This design comes from an exercise in tuning for small area, a short achievable clock period and few clock cycles on the open sky130 flow, not from production work.
RTL that was checked went through simulation tests only; none was proved equivalent to the original.
Power figures rest on the tool's default switching activity, not on a simulated workload.

==> flow/design.v <==
module KSAdd(a, b, cin, s);
	parameter W = 32;
	input  [W-1:0] a, b;
	input  cin;
	output [W-1:0] s;
	reg [W-1:0] g, p, gn, pn;
	integer i, d;
	always @(*) begin
		g = a & b;
		p = a ^ b;
		g[0] = g[0] | (p[0] & cin);
		for (d = 1; d < W; d = d * 2) begin
			gn = g;
			pn = p;
			for (i = d; i < W; i = i + 1) begin
				gn[i] = g[i] | (p[i] & g[i-d]);
				pn[i] = p[i] & p[i-d];
			end
			g = gn;
			p = pn;
		end
	end
	assign s = (a ^ b) ^ {g[W-2:0], cin};
endmodule
module RegFile(clk, rst, src1, src2, byp1, byp2, byp_data, src1_data, src2_data, wrt_en, dst, dst_data);
	input clk, rst;
	input [3:0] src1, src2, dst;
	input byp1, byp2;
	input [31:0] byp_data;
	input wrt_en;
	input [31:0] dst_data;
	output reg [31:0] src1_data, src2_data;
	wire [31:0] wdata = rst ? 32'b0 : dst_data;
	wire [31:0] q [0:15];
	genvar i;
	generate
		for (i = 0; i < 16; i = i + 1) begin : r
			reg [31:0] val;
			always @(posedge clk)
				if (rst | (wrt_en & (dst == i)))
					val <= wdata;
			assign q[i] = val;
		end
	endgenerate
	integer k;
	always @(*) begin
		src1_data = byp_data & {32{byp1}};
		src2_data = byp_data & {32{byp2}};
		for (k = 0; k < 16; k = k + 1) begin
			src1_data = src1_data | (q[k] & {32{~byp1 & (src1 == k)}});
			src2_data = src2_data | (q[k] & {32{~byp2 & (src2 == k)}});
		end
	end
endmodule
module PipelinedCPU(clk, reset, imem_addr, imem_data, dmem_addr, dmem_wdata, dmem_we, dmem_rdata);
	input  clk;
	input  reset;
	output [31:0] imem_addr;
	input  [31:0] imem_data;
	output [31:0] dmem_addr;
	output [31:0] dmem_wdata;
	output dmem_we;
	input  [31:0] dmem_rdata;
	parameter START_PC = 32'h40;
	wire [3:0]  f_cls = imem_data[31:28];
	wire [3:0]  f_op  = imem_data[27:24];
	wire [3:0]  f_a   = imem_data[23:20];
	wire [3:0]  f_b   = imem_data[19:16];
	wire [3:0]  f_c   = imem_data[15:12];
	wire [15:0] f_imm = imem_data[15:0];
	wire f_alur = (f_cls == 4'hC);
	wire f_alui = (f_cls == 4'h4);
	wire f_cmpr = (f_cls == 4'hD);
	wire f_cmpi = (f_cls == 4'h5);
	wire f_br   = (f_cls == 4'h2);
	wire f_jal  = (f_cls == 4'h6);
	wire f_lw   = (f_cls == 4'h7);
	wire f_sw   = (f_cls == 4'h3);
	wire f_mvhi = f_alui & (f_op == 4'hF);
	wire f_brz  = f_br & (f_op == 4'h2 | f_op == 4'hD | f_op == 4'h8 |
	                      f_op == 4'h1 | f_op == 4'hE | f_op == 4'hF);
	wire       f_bs  = (f_cls[3:1] == 3'b001);         
	wire [3:0] idx1 = f_b;
	wire [3:0] idx2 = f_bs ? f_a : f_c;
	wire [31:0] rf1, rf2;
	wire        x_we;
	wire [3:0]  x_dst;
	wire [31:0] x_res;
	wire byp1 = x_we & (x_dst == idx1);
	wire byp2 = x_we & (x_dst == idx2);
	RegFile regfile(clk, reset, idx1, idx2, byp1, byp2, x_res, rf1, rf2, x_we, x_dst, x_res);
	wire [31:0] f_simm = {{16{f_imm[15]}}, f_imm};
	wire [31:0] f_bval = f_mvhi ? {f_imm, 16'b0} :
	                     (f_alui | f_cmpi) ? f_simm :
	                     rf2;
	reg [2:0] f_tt;
	always @(*) begin
		case (f_op)
			4'h0: f_tt = 3'b111;  
			4'h1: f_tt = 3'b011;  
			4'h2: f_tt = 3'b100;  
			4'h3: f_tt = 3'b000;  
			4'h5: f_tt = 3'b011;  
			4'h6: f_tt = 3'b100;  
			4'h8: f_tt = 3'b110;  
			4'h9: f_tt = 3'b010;  
			4'hA: f_tt = 3'b101;  
			4'hB: f_tt = 3'b001;  
			4'hC: f_tt = 3'b110;  
			4'hD: f_tt = 3'b010;  
			4'hE: f_tt = 3'b101;  
			default: f_tt = 3'b001;  
		endcase
	end
	wire f_isalu = f_alur | (f_alui & ~f_mvhi);
	wire f_radd  = f_isalu & (f_op == 4'h7);
	wire f_rsub  = f_isalu & (f_op == 4'h6);
	wire f_rlog  = f_isalu & ~(f_op == 4'h7) & ~(f_op == 4'h6);
	wire f_cmp   = f_cmpr | f_cmpi;
	wire f_sub   = f_rsub | f_cmp | f_br;
	wire f_invb  = f_rsub | f_cmp;
	wire f_inva  = f_br;
	wire [17:0] f_immr = f_jal ? {f_imm, 2'b00} : {{2{f_imm[15]}}, f_imm};
	wire f_bwd  = f_imm[15];
	wire f_nul  = (f_imm == 16'h0000);
	wire f_pred = f_br & (f_bwd ? (f_op != 4'h3) : (f_op == 4'h0 | f_op == 4'h5 | f_op == 4'h1));
	wire [31:2] fa     = imem_addr[31:2];
	wire [31:2] f_npc  = fa + 30'd1;
	wire [31:2] f_btgt;
	KSAdd #(30) add_btgt(fa, {{14{f_imm[15]}}, f_imm}, 1'b1, f_btgt);
	reg  [31:0] opA, opB;
	reg  [31:2] npc;       
	reg  [31:2] btgt;      
	reg  [17:0] immr;
	reg  [3:0]  dst;
	reg         we, st, ld, br, jal, pred, nul;
	reg         sub, rarith, rlog, rmvhi, rlink;
	reg  [2:0]  lop;       
	reg  [2:0]  tt;
	wire        cond;
	wire        mispredict = br & ~nul & (cond ^ pred);
	always @(posedge clk) begin
		opA  <= (rf1 ^ {32{f_inva}}) | {32{f_brz}};
		opB  <= f_bval ^ {32{f_invb}};
		btgt <= f_btgt;
		immr <= f_immr;
		dst  <= f_a;
		lop  <= {f_op[3], f_op[1], f_op[0]};
		tt   <= f_tt;
		sub  <= f_sub;
		rarith <= f_radd | f_rsub;
		rlog <= f_rlog;
		rmvhi <= f_mvhi;
		rlink <= f_jal;
		pred <= f_pred;
		nul  <= f_nul;
		if (reset | mispredict) begin
			npc <= reset ? START_PC[31:2] : (cond ? btgt : npc);
			we  <= 1'b0;
			st  <= 1'b0;
			ld  <= 1'b0;
			br  <= 1'b0;
			jal <= 1'b0;
		end else begin
			npc <= f_npc;
			we  <= f_alur | f_alui | f_cmpr | f_cmpi | f_jal | f_lw;
			st  <= f_sw;
			ld  <= f_lw;
			br  <= f_br;
			jal <= f_jal;
		end
	end
	wire [31:0] simmr = {{14{immr[17]}}, immr};
	wire [31:0] as;                                 
	KSAdd add_as(opA, opB, sub, as);
	wire [31:0] addr;                               
	KSAdd add_addr(opA, simmr, 1'b0, addr);
	wire        eq    = &(opA ^ opB);               
	assign      cond  = eq ? tt[2] : (as[31] ? tt[1] : tt[0]);
	wire [31:0] lres0 = lop[1] ? (opA ^ opB) : lop[0] ? (opA | opB) : (opA & opB);
	wire [31:0] lres  = lres0 ^ {32{lop[2]}};
	assign x_res = ld     ? dmem_rdata :
	               rlink  ? {npc, 2'b00} :
	               rmvhi  ? opB :
	               rarith ? as :
	               rlog   ? lres :
	               {31'b0, cond};
	assign x_we  = we;
	assign x_dst = dst;
	assign imem_addr  = {jal ? addr[31:2] : (br & pred) ? btgt : npc, 2'b00};
	assign dmem_addr  = addr;
	assign dmem_wdata = opB;
	assign dmem_we    = st;
endmodule
clock: 8.0 ns
lec_check: 0
abc_area: 1
cap_margin: 20
core_margin: 2
core_utilization: 40
setup_slack_margin: 3.5
slew_margin: 20
standard.sh (not shown) runs the stock make flow with config.mk's settings and CLKGATE_MAP_FILE= SYNTH_SCRIPT=/design/flow/synth_recipe.tcl, a recipe that flattens the netlist after the stock synthesis.
==> flow/flow/run.sh <==
#!/bin/bash
# Own flow: the standard layout (standard.sh, unchanged synthesis) with two changes:
#  - the port buffers are plain buffers (sky130_fd_sc_hd__buf_4) instead of the delay cells
#    buffer_ports picks by default;
#  - clock tree synthesis uses larger sink clusters and no dummy loads, for a shallower tree.
# Each step's output goes to its own log file here.
set -euo pipefail
export BUFFER_PORTS_ARGS="-buffer_cell sky130_fd_sc_hd__buf_4"
export CTS_ARGS="-sink_clustering_enable -repair_clock_nets -sink_clustering_size 20 -sink_clustering_max_diameter 80 -dont_use_dummy_load"
bash standard.sh synth > synth.log 2>&1
bash standard.sh > layout.log 2>&1
Edit:
--- a/flow/design.v
+++ b/flow/design.v
@@ -1,29 +1,5 @@
-module KSAdd(a, b, cin, s);
-	parameter W = 32;
-	input  [W-1:0] a, b;
-	input  cin;
-	output [W-1:0] s;
-	reg [W-1:0] g, p, gn, pn;
-	integer i, d;
-	always @(*) begin
-		g = a & b;
-		p = a ^ b;
-		g[0] = g[0] | (p[0] & cin);
-		for (d = 1; d < W; d = d * 2) begin
-			gn = g;
-			pn = p;
-			for (i = d; i < W; i = i + 1) begin
-				gn[i] = g[i] | (p[i] & g[i-d]);
-				pn[i] = p[i] & p[i-d];
-			end
-			g = gn;
-			p = pn;
-		end
-	end
-	assign s = (a ^ b) ^ {g[W-2:0], cin};
-endmodule
 module RegFile(clk, rst, src1, src2, byp1, byp2, byp_data, src1_data, src2_data, wrt_en, dst, dst_data);
 	input clk, rst;
 	input [3:0] src1, src2, dst;
 	input byp1, byp2;
 	input [31:0] byp_data;
@@ -124,12 +100,11 @@
 	wire f_bwd  = f_imm[15];
 	wire f_nul  = (f_imm == 16'h0000);
 	wire f_pred = f_br & (f_bwd ? (f_op != 4'h3) : (f_op == 4'h0 | f_op == 4'h5 | f_op == 4'h1));
 	wire [31:2] fa     = imem_addr[31:2];
 	wire [31:2] f_npc  = fa + 30'd1;
-	wire [31:2] f_btgt;
-	KSAdd #(30) add_btgt(fa, {{14{f_imm[15]}}, f_imm}, 1'b1, f_btgt);
+	wire [31:2] f_btgt = fa + {{14{f_imm[15]}}, f_imm} + 30'd1;
 	reg  [31:0] opA, opB;
 	reg  [31:2] npc;       
 	reg  [31:2] btgt;      
 	reg  [17:0] immr;
 	reg  [3:0]  dst;
@@ -169,14 +144,12 @@
 			br  <= f_br;
 			jal <= f_jal;
 		end
 	end
 	wire [31:0] simmr = {{14{immr[17]}}, immr};
-	wire [31:0] as;                                 
-	KSAdd add_as(opA, opB, sub, as);
-	wire [31:0] addr;                               
-	KSAdd add_addr(opA, simmr, 1'b0, addr);
+	wire [31:0] as    = opA + opB + {31'b0, sub};   
+	wire [31:0] addr  = opA + simmr;                
 	wire        eq    = &(opA ^ opB);               
 	assign      cond  = eq ? tt[2] : (as[31] ? tt[1] : tt[0]);
 	wire [31:0] lres0 = lop[1] ? (opA ^ opB) : lop[0] ? (opA | opB) : (opA & opB);
 	wire [31:0] lres  = lres0 ^ {32{lop[2]}};
 	assign x_res = ld     ? dmem_rdata :
Synthesized cell count came out lower by about 1.3%.
Flip-flop and latch count is unchanged.
Synthesized area is about the same.
Setup slack is worse by 0.020 ns.
Total power barely changes.
Final area stays flat.
Cell count came out lower by about 0.9%.
Core utilization stays flat.
Clock skew barely changes.
Combinational power came out higher by about 2%.
Via count came out lower by 1.2%.
Testbench counts after the change, summed over its fixed seeds: cycles 35,396.
No functional check of the RTL was part of the first run of this note.

* * *

## trial 96
PipelinedCPU, a different RTL version from the one above (not shown whole).
Size in the first run: ~680 flip-flops, roughly 160 I/O pins, roughly 0.039 mm² of cells after synthesis.
==> module PipelinedCPU, before the edit <==
module PipelinedCPU(clk, reset, imem_addr, imem_data, dmem_addr, dmem_wdata, dmem_we, dmem_rdata);
	input  clk;
	input  reset;
	output [31:0] imem_addr;
	input  [31:0] imem_data;
	output [31:0] dmem_addr;
	output [31:0] dmem_wdata;
	output dmem_we;
	input  [31:0] dmem_rdata;
	parameter START_PC = 32'h40;
	wire [3:0]  f_cls = imem_data[31:28];
	wire [3:0]  f_op  = imem_data[27:24];
	wire [3:0]  f_a   = imem_data[23:20];
	wire [3:0]  f_b   = imem_data[19:16];
	wire [3:0]  f_c   = imem_data[15:12];
	wire [15:0] f_imm = imem_data[15:0];
	wire f_alur = (f_cls == 4'hC);
	wire f_alui = (f_cls == 4'h4);
	wire f_cmpr = (f_cls == 4'hD);
	wire f_cmpi = (f_cls == 4'h5);
	wire f_br   = (f_cls == 4'h2);
	wire f_jal  = (f_cls == 4'h6);
	wire f_lw   = (f_cls == 4'h7);
	wire f_sw   = (f_cls == 4'h3);
	wire f_mvhi = f_alui & (f_op == 4'hF);
	wire f_brz  = f_br & (f_op == 4'h2 | f_op == 4'hD | f_op == 4'h8 |
	                      f_op == 4'h1 | f_op == 4'hE | f_op == 4'hF);
	wire       f_bs  = (f_cls[3:1] == 3'b001);         
	wire [3:0] idx1 = f_b;
	wire [3:0] idx2 = f_bs ? f_a : f_c;
	wire [31:0] rf1, rf2;
	wire        x_we;
	wire [3:0]  x_dst;
	wire [31:0] x_res;
	wire byp1 = x_we & (x_dst == idx1);
	wire byp2 = x_we & (x_dst == idx2);
	RegFile regfile(clk, reset, idx1, idx2, byp1, byp2, x_res, rf1, rf2, x_we, x_dst, x_res);
	wire [31:0] f_simm = {{16{f_imm[15]}}, f_imm};
	wire [31:0] f_bval = f_mvhi ? {f_imm, 16'b0} :
	                     (f_alui | f_cmpi) ? f_simm :
	                     rf2;
	reg [2:0] f_tt;
	always @(*) begin
		case (f_op)
			4'h0: f_tt = 3'b111;  
			4'h1: f_tt = 3'b011;  
			4'h2: f_tt = 3'b100;  
			4'h3: f_tt = 3'b000;  
			4'h5: f_tt = 3'b011;  
			4'h6: f_tt = 3'b100;  
			4'h8: f_tt = 3'b110;  
			4'h9: f_tt = 3'b010;  
			4'hA: f_tt = 3'b101;  
			4'hB: f_tt = 3'b001;  
			4'hC: f_tt = 3'b110;  
			4'hD: f_tt = 3'b010;  
			4'hE: f_tt = 3'b101;  
			default: f_tt = 3'b001;  
		endcase
	end
	wire f_isalu = f_alur | (f_alui & ~f_mvhi);
	wire f_radd  = f_isalu & (f_op == 4'h7);
	wire f_rsub  = f_isalu & (f_op == 4'h6);
	wire f_rlog  = f_isalu & ~(f_op == 4'h7) & ~(f_op == 4'h6);
	wire f_cmp   = f_cmpr | f_cmpi;
	wire f_sub   = f_rsub | f_cmp | f_br;
	wire f_invb  = f_rsub | f_cmp;
	wire f_inva  = f_br;
	wire [17:0] f_immr = f_jal ? {f_imm, 2'b00} : {{2{f_imm[15]}}, f_imm};
	wire f_bwd  = f_imm[15];
	wire f_nul  = (f_imm == 16'h0000);
	wire f_pred = f_br & (f_bwd ? (f_op != 4'h3) : (f_op == 4'h0 | f_op == 4'h5 | f_op == 4'h1));
	wire [31:2] fa     = imem_addr[31:2];
	wire [31:2] f_npc  = fa + 30'd1;
	wire [31:2] f_btgt = fa + {{14{f_imm[15]}}, f_imm} + 30'd1;
	reg  [31:0] opA, opB;
	reg  [31:2] npc;       
	reg  [31:2] btgt;      
	reg  [17:0] immr;
	reg  [3:0]  dst;
	reg         we, st, ld, br, jal, pred, nul;
	reg         sub, rarith, rlog, rmvhi, rlink;
	reg  [2:0]  lop;       
	reg  [2:0]  tt;
	wire        cond;
	wire [31:0] addr;
	wire        mispredict = (br & ~nul & (cond ^ pred)) | jal;
	always @(posedge clk) begin
		opA  <= (rf1 ^ {32{f_inva}}) | {32{f_brz}};
		opB  <= f_bval ^ {32{f_invb}};
		btgt <= f_btgt;
		immr <= f_immr;
		dst  <= f_a;
		lop  <= {f_op[3], f_op[1], f_op[0]};
		tt   <= f_tt;
		sub  <= f_sub;
		rarith <= f_radd | f_rsub;
		rlog <= f_rlog;
		rmvhi <= f_mvhi;
		rlink <= f_jal;
		pred <= f_pred;
		nul  <= f_nul;
		if (reset | mispredict) begin
			npc <= reset ? START_PC[31:2] : jal ? addr[31:2] : (cond ? btgt : npc);
			we  <= 1'b0;
			st  <= 1'b0;
			ld  <= 1'b0;
			br  <= 1'b0;
			jal <= 1'b0;
		end else begin
			npc <= f_npc;
			we  <= f_alur | f_alui | f_cmpr | f_cmpi | f_jal | f_lw;
			st  <= f_sw;
			ld  <= f_lw;
			br  <= f_br;
			jal <= f_jal;
		end
	end
	wire [31:0] simmr = {{14{immr[17]}}, immr};
	wire [31:0] as    = opA + opB + {31'b0, sub};   
	assign      addr  = opA + simmr;                
	wire        eq    = &(opA ^ opB);               
	assign      cond  = eq ? tt[2] : (as[31] ? tt[1] : tt[0]);
	wire [31:0] lres0 = lop[1] ? (opA ^ opB) : lop[0] ? (opA | opB) : (opA & opB);
	wire [31:0] lres  = lres0 ^ {32{lop[2]}};
	assign x_res = ld     ? dmem_rdata :
	               rlink  ? {npc, 2'b00} :
	               rmvhi  ? opB :
	               rarith ? as :
	               rlog   ? lres :
	               {31'b0, cond};
	assign x_we  = we;
	assign x_dst = dst;
	assign imem_addr  = {(br & pred) ? btgt : npc, 2'b00};
	assign dmem_addr  = addr;
	assign dmem_wdata = opB;
	assign dmem_we    = st;
endmodule
==> flow/config.mk <==
export PLATFORM = sky130hd
export DESIGN_NAME = PipelinedCPU
export DESIGN_NICKNAME = PipelinedCPU
export VERILOG_FILES = /design/flow/design.v
export SDC_FILE = /design/flow/constraint.sdc
export NUM_CORES = 4
export LEC_CHECK = 0
export ABC_AREA = 1
export CAP_MARGIN = 20
export CORE_MARGIN = 2
export CORE_UTILIZATION = 40
export SETUP_SLACK_MARGIN = 3.8
export SLEW_MARGIN = 20
==> flow/constraint.sdc <==
create_clock -name core_clock -period 8.0 [get_ports {clk}]
set_input_delay 1.6000 -clock core_clock [delete_from_list [all_inputs] [get_ports {clk}]]
set_output_delay 1.6000 -clock core_clock [all_outputs]
set_load 0.01 [all_outputs]
==> flow/flow/run.sh <==
#!/bin/bash
# Own flow: the standard layout (standard.sh, unchanged synthesis), with the port buffers
# made from plain buffers (sky130_fd_sc_hd__buf_4) instead of the delay cells buffer_ports
# picks by default. Each step's output goes to its own log file here.
set -euo pipefail
export BUFFER_PORTS_ARGS="-buffer_cell sky130_fd_sc_hd__buf_4"
bash standard.sh synth > synth.log 2>&1
bash standard.sh > layout.log 2>&1
Edits applied to the flow inputs when going from trial 96 to trial 72:
--- a/flow/design.v
+++ b/flow/design.v
@@ -112,10 +112,9 @@
 	reg         sub, rarith, rlog, rmvhi, rlink;
 	reg  [2:0]  lop;       
 	reg  [2:0]  tt;
 	wire        cond;
-	wire [31:0] addr;
-	wire        mispredict = (br & ~nul & (cond ^ pred)) | jal;
+	wire        mispredict = br & ~nul & (cond ^ pred);
 	always @(posedge clk) begin
 		opA  <= (rf1 ^ {32{f_inva}}) | {32{f_brz}};
 		opB  <= f_bval ^ {32{f_invb}};
 		btgt <= f_btgt;
@@ -130,9 +129,9 @@
 		rlink <= f_jal;
 		pred <= f_pred;
 		nul  <= f_nul;
 		if (reset | mispredict) begin
-			npc <= reset ? START_PC[31:2] : jal ? addr[31:2] : (cond ? btgt : npc);
+			npc <= reset ? START_PC[31:2] : (cond ? btgt : npc);
 			we  <= 1'b0;
 			st  <= 1'b0;
 			ld  <= 1'b0;
 			br  <= 1'b0;
@@ -147,9 +146,9 @@
 		end
 	end
 	wire [31:0] simmr = {{14{immr[17]}}, immr};
 	wire [31:0] as    = opA + opB + {31'b0, sub};   
-	assign      addr  = opA + simmr;                
+	wire [31:0] addr  = opA + simmr;                
 	wire        eq    = &(opA ^ opB);               
 	assign      cond  = eq ? tt[2] : (as[31] ? tt[1] : tt[0]);
 	wire [31:0] lres0 = lop[1] ? (opA ^ opB) : lop[0] ? (opA | opB) : (opA & opB);
 	wire [31:0] lres  = lres0 ^ {32{lop[2]}};
@@ -160,9 +159,9 @@
 	               rlog   ? lres :
 	               {31'b0, cond};
 	assign x_we  = we;
 	assign x_dst = dst;
-	assign imem_addr  = {(br & pred) ? btgt : npc, 2'b00};
+	assign imem_addr  = {jal ? addr[31:2] : (br & pred) ? btgt : npc, 2'b00};
 	assign dmem_addr  = addr;
 	assign dmem_wdata = opB;
 	assign dmem_we    = st;
 endmodule
## What came out
- On total power consumption of the routed design, trial 96 loses to trial 72.
- The final reports for trial 72 and trial 96 show number of nets in the layout higher in the former.
- multi-input gates as the biggest cell category by area in the final layout was reported by trial 72, and flip-flops and latches by trial 96.
- Trial 72 finished every step from synthesis to the final layout, and the layout passed the timing, DRC and antenna checks.
- Going from trial 96 to trial 72, final cell count rose about 5.5%; synthesis-to-layout area growth rose 4.2 points; longest individual stage delay on the worst path fell 0.03 ns.
- Post-layout utilization of the core: trial 72 > trial 96
- Going from trial 96 to trial 72, met3 wire length shrank slightly.
- Fraction of met3 tracks used by global routing, trial 96 and trial 72: lower on trial 96
- Synthesized area (trial 72 over trial 96): increase, 580 µm²
- Global-route track usage on met2: trial 72 vs trial 96 up 2.1 points
- Summary of the comparison: detail-routed via count per cell is lower in trial 72, relative to trial 96.
Testbench counts of trial 72, summed over its fixed seeds: cycles 35,396.
For trial 96, only the layout was checked, not whether the RTL still works.

## port drivers added, routing unchanged
The flow's constraints put no driver on any port. The routed layouts listed below were extracted and timed again, unchanged, in two steps.
Step 1: set_driving_cell puts a clkbuf_16 on clk and a buf_2 on each other input, an assumption about the parent block.
Step 2 adds t to the input delays and takes it off the output delays; t is the mean of the earliest and latest rising clock arrival at the registers after step 1. Input paths then give back, and output paths get back, about the clock's delay inside the block.
Slacks: ideal ports / drivers / drivers and shift; pairs: ideal ports / drivers.
| run | t (ns) | slack for setup (ns) | hold slack, ns | worst setup path after step 2 | pins driven straight from the clock port |
|---|---|---|---|---|---|
| the first run of note 1 | 0.684 | 3.488 / 3.420 / 2.885 | 0.552 / 0.552 / 0.552 | input to register | 1 |
| the second run of note 1 | 0.662 | 3.468 / 3.398 / 2.944 | 0.558 / 0.558 / 0.558 | input to register | 1 |
| trial 96 | 0.735 | 3.359 / 3.288 / 3.142 | 0.680 / 0.680 / 0.680 | input to register | 1 |
| trial 72 | 0.720 | 3.519 / 3.449 / 3.212 | 0.572 / 0.572 / 0.572 | input to register | 1 |
After both steps setup and hold are still met in every run listed. The setup slack of the first run of note 1, which loses most, moves by -0.068 ns with the drivers and by -0.603 ns with both steps.
